From an optimization exercise on the open Yosys and OpenROAD flow, aimed at small area; shortcuts taken in it are not production practice.
Function was checked by simulation only, so behaviour that the tests miss may differ from the original.
Power is estimated from default activity; no workload was simulated.

==> flow/design.v <==
module pingpang (rst,play1,play2,light,sel,dig,HSE);
input rst;          			 
input play1,play2;  			 
input HSE;              	 
output [7:0]sel;   			 
output [7:0]dig; 				 
output [15:0]light;       	 
localparam DIV_SYS  = 3;	 
localparam DIV_SCAN = 0;	 
reg [7:0]sel;
reg [7:0]dig;
wire rst,HSE;
wire play1,play2;
reg clk;					 
reg clk_1khz;			 
reg [15:0]light;
reg [3:0]sum1,sum2;	 
reg [2:0]counter;	 
reg [0:0]counter1;	 
reg [6:0]cnt1,cnt2; 	 
reg [7:0]led_p11,led_p12,led_p21,led_p22;		 
reg [7:0]led_j1,led_j2;								 
reg [2:0]jushu_p1,jushu_p2;						 
reg [2:0]cnt;                                 
wire clk_tick  = (counter  > DIV_SYS)  & ~clk;		 
wire scan_tick = (counter1 > DIV_SCAN) & ~clk_1khz;	 
always@(posedge HSE or negedge rst)  
begin
	if(!rst)
		begin counter<=0; clk<=1'b0; end
	else
	begin
		if(counter>DIV_SYS)
			begin counter<=0; clk<=~clk;end
		else
			counter<=counter+1;
	end
end
always@(posedge HSE or negedge rst) 
begin
	if(!rst)
		begin counter1<=0; clk_1khz<=1'b0; end
	else if(counter1 > DIV_SCAN)
		begin counter1<=0;clk_1khz<=~clk_1khz; end
	else counter1<=counter1+1;
end
always @ (posedge HSE or negedge rst)    
if (!rst)
   cnt1<=0;
else if (clk_tick) 
   begin 
	if(cnt1>7'b010_0111) 
		cnt1<=0;
	else 
		cnt1<=cnt1+1'b1;
	end 
always @ (posedge HSE or negedge rst)    
if (!rst)
   cnt2<=0;
else if (clk_tick) 
   begin 
	if(cnt2>7'b100_1111) 
	cnt2<=0;
	else 
	cnt2<=cnt2+1'b1;
	end 
parameter
s_0=4'b0000,
s_1=4'b0001,
s_2=4'b0010, 
s_3=4'b0011, 
s_4=4'b0100,
s_5=4'b0101, 
s_6=4'b0110, 
s_7=4'b0111,
s_8=4'b1000,
s_9=4'b1001,
s_10=4'b1010,
s_11=4'b1011,
s_12=4'b1100;
reg [3:0]stage;
always @ (posedge HSE or negedge rst)
if (!rst)
   begin 
	stage<=s_0;
	sum1<=0;
	sum2<=0;
	jushu_p1<=0;
	jushu_p2<=0;
	light<=16'b0000_0000_0000_0000;
	end 
else if (clk_tick) case(stage)
s_0:begin
   light<=16'b1000_0000_0000_0001;
	if(!play1)
   stage<=s_1;
   else if (!play2)
   stage<=s_8;
   else stage<=s_0;
   end 
s_1:begin 
   light<=16'b0000_0000_0000_0001;
   stage<=s_2;
   end 
s_2:if(cnt1==7'b010_0111)	 
   light<=(light<<1);
    else if(light==16'b0000_0000_0000_1000)
	stage<=s_3;
    else stage<=s_2;
s_3:if(cnt2==7'b100_1111)	 
   light<=(light<<1);
	else if (light==16'b0000_1000_0000_0000)
	stage<=s_4;
	else stage<=s_3;
s_4:if(cnt1==7'b010_0111)	 
   light<=(light<<1);
	else if(light<=16'b1000_0000_0000_0000)
	begin 
	stage <=s_4;
	if (light<16'b1000_0000_0000_0000&&!play2)
	stage<=s_5;
	else if (light==16'b1000_0000_0000_0000)
	stage<=s_9;
	end 
s_5:if(cnt1==7'b010_0111)	 
   light<=(light>>1);
	else if (light==16'b0001_0000_0000_0000)
	stage<=s_6;
	else stage<=s_5;
s_6:if(cnt2==7'b100_0111)	 
   light<=(light>>1);
	else if(light==16'b0000_0000_0001_0000)
	stage<=s_7;
	else stage<=s_6;
s_7:if(cnt1==6'b010_0111)	 
   light<=(light>>1);
	else if (light>=16'b0000_0000_0000_0001)
	begin 
	stage<=s_7;
	if(light>16'b0000_0000_0000_0001&&!play1)
	stage<=s_2;
	else if (light==16'b0000_0000_0000_0001)
	stage<=s_10;
	end 
s_8:begin 
   light<=16'b1000_0000_0000_0000;
	stage<=s_5;
	end 
s_9:begin
   sum1<=sum1+1'b1;
		stage<=s_11;
	end 
s_10:begin 
   sum2<=sum2+1'b1;
	stage<=s_12;
	end 
s_11:begin 
  	if (sum1==4'b1011&sum2<4'b1001)
		begin jushu_p1<=jushu_p1+1'b1;sum1<=4'b0000; sum2<=4'b0000;stage<=s_0;end
	else if (sum2==4'b1011&sum1<4'b1001)
		begin	jushu_p2<=jushu_p2+1'b1;sum1<=4'b0000; sum2<=4'b0000;stage<=s_0;end
	else if(sum1>4'b1011&((sum1-sum2)>1))
		begin jushu_p1<=jushu_p1+1'b1;sum1<=4'b0000; sum2<=4'b0000;stage<=s_0;end
	else if(sum2>4'b1011&((sum2-sum1))>1)
		begin jushu_p2<=jushu_p2+1'b1;sum1<=4'b0000; sum2<=4'b0000;stage<=s_0;end
	else
	begin
	if(!play1)
		stage<=s_1;
	else
		 stage<=s_11;
	end
	end	
s_12:begin 
 	if (sum1==4'b1011&sum2<4'b1001)
		begin jushu_p1<=jushu_p1+1'b1;sum1<=4'b0000; sum2<=4'b0000;stage<=s_0;end
	else if (sum2==4'b1011&sum1<4'b1001)
		begin	jushu_p2<=jushu_p2+1'b1;sum1<=4'b0000; sum2<=4'b0000;stage<=s_0;end
	else if(sum1>4'b1011&((sum1-sum2)>1))
		begin jushu_p1<=jushu_p1+1'b1;sum1<=4'b0000; sum2<=4'b0000;stage<=s_0;end
	else if(sum2>4'b1011&((sum2-sum1))>1)
		begin jushu_p2<=jushu_p2+1'b1;sum1<=4'b0000; sum2<=4'b0000;stage<=s_0;end
	else 
  begin
	if(!play2)
		stage<=s_8;
	else
		 stage<=s_12;
	end
	end
endcase 
always@(posedge HSE or negedge rst) 
if (!rst)
	cnt<=0;
else if (scan_tick)
	cnt<=cnt+1'b1;
always @(*)  
case(cnt)
	3'b000:dig=8'b0111_1111;
	3'b001:dig=8'b1011_1111;
	3'b010:dig=8'b1101_1111;
	3'b011:dig=8'b1110_1111;
	3'b100:dig=8'b1111_0111;
	3'b101:dig=8'b1111_1011;
	3'b110:dig=8'b1111_1101;
	3'b111:dig=8'b1111_1110;	
endcase 
always@(*)
case (dig)
8'b0111_1111:sel=led_j1;  					 
8'b1011_1111:sel=led_j2;					 
8'b1101_1111:sel=8'b1111_1111;			 
8'b1110_1111:sel=led_p12;					 
8'b1111_0111:sel=led_p11;					 
8'b1111_1011:sel=8'b1111_1111;			 
8'b1111_1101:sel=led_p22;					 
8'b1111_1110:sel=led_p21;					 
default:sel=8'b1111_1111;				 
endcase
always@(posedge HSE or negedge rst)
if (!rst)
	led_j1<=8'b1100_0000;
else if (clk_tick)
case (jushu_p1)
3'b000:led_j1<=8'b1100_0000; 
3'b001:led_j1<=8'b1111_1001; 
3'b010:led_j1<=8'b1010_0100; 
3'b011:led_j1<=8'b1011_0000; 
3'b100:led_j1<=8'b1001_1001; 
endcase 
always@(posedge HSE or negedge rst)
if (!rst)
	led_j2<=8'b1100_0000;
else if (clk_tick)
case (jushu_p2)
3'b000:led_j2<=8'b1100_0000; 
3'b001:led_j2<=8'b1111_1001; 
3'b010:led_j2<=8'b1010_0100; 
3'b011:led_j2<=8'b1011_0000; 
3'b100:led_j2<=8'b1001_1001; 
endcase 
always@(*)
case (sum1)
4'b0000: 
begin
led_p11=8'b1100_0000; 
led_p12=8'b1100_0000; 
end 
4'b0001: 
begin
led_p11=8'b1111_1001; 
led_p12=8'b1100_0000; 
end 
4'b0010: 
begin
led_p11=8'b1010_0100; 
led_p12=8'b1100_0000; 
end 
4'b0011: 
begin
led_p11=8'b1011_0000; 
led_p12=8'b1100_0000; 
end 	
4'b0100: 
begin
led_p11=8'b1001_1001; 
led_p12=8'b1100_0000; 
end 	
4'b0101: 
begin
led_p11=8'b1001_0010; 
led_p12=8'b1100_0000; 
end 	
4'b0110: 
begin
led_p11=8'b1000_0010; 
led_p12=8'b1100_0000; 
end 	
4'b0111: 
begin
led_p11=8'b1111_1000; 
led_p12=8'b1100_0000; 
end 	
4'b1000: 
begin
led_p11=8'b1000_0000; 
led_p12=8'b1100_0000; 
end 	
4'b1001: 
begin
led_p11=8'b1001_0000; 
led_p12=8'b1100_0000; 
end
4'b1010: 
begin
led_p11=8'b1100_0000; 
led_p12=8'b1111_1001; 
end 	
4'b1011: 
begin
led_p11=8'b1111_1001; 
led_p12=8'b1111_1001; 
end 	
4'b1100: 
begin
led_p11=8'b1010_0100; 
led_p12=8'b1111_1001; 
end 
4'b1101: 
begin
led_p11=8'b1011_0000; 
led_p12=8'b1111_1001; 
end 		
4'b1110: 
begin
led_p11=8'b1001_1001; 
led_p12=8'b1111_1001; 
end 		
4'b1111: 
begin
led_p11=8'b1001_0010; 
led_p12=8'b1111_1001; 
end 		
endcase 
always@(*)
case (sum2)
4'b0000: 
begin
led_p21=8'b1100_0000; 
led_p22=8'b1100_0000; 
end 
4'b0001: 
begin
led_p21=8'b1111_1001; 
led_p22=8'b1100_0000; 
end 
4'b0010: 
begin
led_p21=8'b1010_0100; 
led_p22=8'b1100_0000; 
end 
4'b0011: 
begin
led_p21=8'b1011_0000; 
led_p22=8'b1100_0000; 
end 	
4'b0100: 
begin
led_p21=8'b1001_1001; 
led_p22=8'b1100_0000; 
end 	
4'b0101: 
begin
led_p21=8'b1001_0010; 
led_p22=8'b1100_0000; 
end 	
4'b0110: 
begin
led_p21=8'b1000_0010; 
led_p22=8'b1100_0000; 
end 	
4'b0111: 
begin
led_p21=8'b1111_1000; 
led_p22=8'b1100_0000; 
end 	
4'b1000: 
begin
led_p21=8'b1000_0000; 
led_p22=8'b1100_0000; 
end 	
4'b1001: 
begin
led_p21=8'b1001_0000; 
led_p22=8'b1100_0000; 
end 
4'b1010: 
begin
led_p21=8'b1100_0000; 
led_p22=8'b1111_1001; 
end 	
4'b1011: 
begin
led_p21=8'b1111_1001; 
led_p22=8'b1111_1001; 
end 	
4'b1100: 
begin
led_p21=8'b1010_0100; 
led_p22=8'b1111_1001; 
end 
4'b1101: 
begin
led_p21=8'b1011_0000; 
led_p22=8'b1111_1001; 
end 		
4'b1110: 
begin
led_p21=8'b1001_1001; 
led_p22=8'b1111_1001; 
end 		
4'b1111: 
begin
led_p21=8'b1001_0010; 
led_p22=8'b1111_1001; 
end 		
endcase 
endmodule 
==> flow/run.sh <==
#!/bin/bash
# synth_recipe.tcl (not shown) runs the flow's synth.tcl, then flattens the netlist and writes it again
# the make line also repeats each setting of config.mk as NAME=value (left out here)
make -C /OpenROAD-flow-scripts/flow DESIGN_CONFIG=/design/flow/config.mk WORK_HOME=/design/flow/orfs CLKGATE_MAP_FILE= SYNTH_SCRIPT=/design/flow/synth_recipe.tcl finish
==> flow/config.mk <==
export PLATFORM = sky130hd
export DESIGN_NAME = pingpang
export DESIGN_NICKNAME = pingpang
export VERILOG_FILES = /design/flow/design.v
export SDC_FILE = /design/flow/constraint.sdc
export NUM_CORES = 4
export LEC_CHECK = 0
export CAP_MARGIN = 20
export CORE_MARGIN = 2
export CORE_UTILIZATION = 35
export PLACE_DENSITY = 0.6
export SLEW_MARGIN = 20
==> flow/constraint.sdc <==
create_clock -name core_clock -period 10.0 [get_ports {HSE}]
set_input_delay 2.0000 -clock core_clock [delete_from_list [all_inputs] [get_ports {HSE}]]
set_output_delay 2.0000 -clock core_clock [all_outputs]
set_load 0.01 [all_outputs]
==> notes.md <==
[worst max-delay path: stages, from the launching register on]
cell and delay (ns):
dfrtp_1 0.59, inv_1 0.14, ha_1 0.25, nor2b_1 0.19
a22oi_1 0.24, nor3_1 0.07, or4_1 0.49, clkdlybuf4s50_1 0.50
[per-layer routing]
metal / vias to the layer above / wire length [um] / global-route usage
met1: 2105 / 5764 / 0.2167
met4: 0 / 200 / 0.05023
met5: - / 0 / 0
li1: 2225 / - / -
met3: 16 / 425 / 0.03050
met2: 102 / 5473 / 0.2469
[how the worst max path moves through the flow]
stage	slack (ns)	start	cells past startpoint	to
floorplan	5.99	cnt[1]$_DFFE_PN0P_	8	sel[5]
global placement	5.60	cnt[1]$_DFFE_PN0P_	9	sel[3]
detailed placement	5.57	cnt[1]$_DFFE_PN0P_	9	sel[3]
CTS	5.20	cnt[1]$_DFFE_PN0P_	9	sel[3]
global route	4.98	cnt[1]$_DFFE_PN0P_	6	sel[2]
finish	5.21	cnt[1]$_DFFE_PN0P_	7	sel[5]
[per-stage QoR]
stage | area (um^2) | std cells | hold WS, ns
floorplan | 5064 | 598 | 0.4276
global placement | 5468 | 780 | 0.4385
detailed placement | 5468 | 780 | 0.4488
CTS | 5741 | 796 | 0.4556
global route | 5752 | 796 | 0.4912
finish | 5752 | 796 | 0.4570
[registers in the layout, summed over array words and instances, names as in the netlist]
name and flops:
sum1 4, led_j2 5, light 16, jushu_p2 3, clk_1khz 1, clk 1
cnt 3, led_j1 5, counter1 1, jushu_p1 3, cnt2 7, counter 3
cnt1 7, sum2 4, stage 4
[power breakdown]
group	total, uW	leakage, uW	internal [uW]	switching, uW
clock network	288	0.000133	174	114
registers	338	0.000847	286	51.8
logic	266	0.00141	114	151
[layout by cell type, fill, tap and decap left out, types with 6 or more instances in the layout]
cell,n
o21ai_0,51
clkdlybuf4s50_1,33
ha_1,41
o2bb2ai_1,7
a21oi_1,48
clkbuf_16,9
a31oi_1,6
a22oi_1,21
or3_1,7
nand3_1,13
a211oi_1,11
nor3_1,19
inv_1,25
nor2_1,40
nand2b_1,15
nor2b_1,13
and3_1,8
nand2_1,61
a21o_1,9
dfrtp_1,65
o31ai_1,6
[cell families (layout without fill, tap and decap cells)]
| group | count (synthesis) | after routing |
|---|---|---|
| flops | 67 | 67 |
| simple gates | 208 | 208 |
| mux | 11 | 11 |
| buf+inv | 63 | 81 |
| other cells | 1 | 1 |
| fa+ha+maj | 43 | 43 |
| xor+xnor | 7 | 7 |
| compound gates | 198 | 198 |
[final cells by class]
class | instances | area, um^2
fillers | 1372 | 8237
multi-input cells | 468 | 3112
flip-flops and latches | 67 | 1679
repair buffers | 37 | 357.8
clock buffers | 12 | 246.5
well taps | 180 | 225.2
inverters | 28 | 105.1
clock inverters | 4 | 26.28
==> out/metrics.cfg <==
[timing]
fmax_ghz = 0.2087
finClkSkew_ns = 0.007719
slew_headroom = 0.3052
period_share = 0.4791
hold_viol = 0
worst_slack_ns = 5.209
setup_viol = 0
max_slew.worst_pin.slew_ns = 1.038
rsz0062_at_grt = no
drv_slew = 0
min_period_ns = 4.791
tns_ns = 0

[power]
powerDensity_mw_per_mm2 = 155.1
power.leakage_uw = 0.002390
vdd.ir_drop.worst_mv = 0.07752
power.total_uw = 891.9

[global_route]
grt_pass1_wl_mm = 20.51
grt_max_degree = 68
overflow = 0
antenna_found_initial = 0
first_global_vias = 4203
grt_use_total = 0.1566

[synthesis]
avgSynthCellArea_um2 = 8.468
synth_ff_type = dfrtp_1
syn-num-nets = 645
synth_warnings = 1
synthTopCellsByCount = 65 x dfrtp_1, 61 x nand2_1, 51 x o21ai_0, 48 x a21oi_1, 41 x ha_1
synth_edf_count = 0
netlist_instances = 598
synth_top_family_by_area = compound AO/OA/AOI/OAI gates
synthAdderAreaFrac = 0.1092
synth_xor_area_frac = 0.01211
synth-seq-cells = 67
synth.distinct_cells = 66
netlist.area_leader.share = 0.3212
synth_top_area_cell = dfrtp_1
synth_async_sr_flop_share = 1.000
synth.area.top_cells = dfrtp_1 32%, ha_1 10%, o21ai_0 5.0%, a21oi_1 4.7%, nand2_1 4.5%
synthMuxAreaShare = 0.02397
synthSimpleGateAreaFrac = 0.2120
syn_area_mm2 = 0.005064
synth_compound_area_frac = 0.2520
yosysSeqAreaShare = 0.3316
synth.most_common_cell = dfrtp_1

[worst_setup_path]
r2r_end = stage[2]$_DFFE_PN0P_
endpoint_kind = output port
path_max_fanout = 15
crit_type = flop to output port
worst_ep_required_time_ns = 8.00
cp-start-kind = flop
timing.rr.start = sum1[2]$_DFFE_PN0P_
arrival_ns = 2.79
reg2regPathDepth = 9
rrSetupSlack_ns = 6.62

[route]
vias = 4448
drtPass1Iterations = 5
drc = 0
ant_nets = 0
routedWlPerCell_um = 14.90
viasPerCell = 5.588
wirelength_mm = 11.86
drt_iter0_drc = 397

[floorplan]
fp.dieH_um = 124.3
pin_count = 36
core_area_mm2 = 0.01399
initial_core_util = 0.3620
fp.dieArea_mm2 = 0.01545
rows = 43
die_w_um = 124.3

[clock_tree]
post_cts_buffers = 0
cts_root_buffer = clkbuf_16
cts_made_buffers = 9
cts.repair.resized = 0
hold_buffers = 0
htree_levels = 3
cts_buffer_depth = 2
clkLatencyLatePin_ns = 0.33
cts_tree = yes
clkTransAtPathRegs_ns = 0.05
cts.sinks = 67

[flow_run]
drv_cap = 0

[finish]
drive_gt1_frac = 0.06169
fin_nets = 658
area_growth_syn_to_layout_pct = 13.59
n_antenna_cell = 0
final_core_util = 0.4112

[hold_path]
min_to = counter1$_DFF_PN0_
min_path_type = flop to flop
hp-start = counter1$_DFF_PN0_
min_path_cells = 1

[outcome]
run_status = no timing/DRC/antenna violations

[placed_design]
gp_congestion = 0.8836
place_ws_ns = 5.572
io_buffer_count = 34
dpl.hpwl_mm = 8.305

==> what the ideal ports hide <==
The flow's constraints put no driver on any port. The routed layout listed below was extracted and timed again, unchanged, in two steps.
Step 1: set_driving_cell puts a clkbuf_16 on HSE and a buf_2 on each other input, an assumption about the parent block.
Step 2 moves the port delays by t, midway between the first and last clock arrival at a register: inputs arrive t later, outputs are due t later. That takes back most of the time a late clock gives input paths.
a / b / c = no drivers / after step 1 / after step 2; a / b = the first two.
t (ns): 0.363
slack for setup (ns): 5.209 / 5.169 / 5.532
slew at the worst register clock pin (ns): 0.06 / 0.06
After both steps setup and hold are still met in this run. For this run, drivers alone change the setup slack by -0.040 ns; drivers and shift together by +0.323 ns.
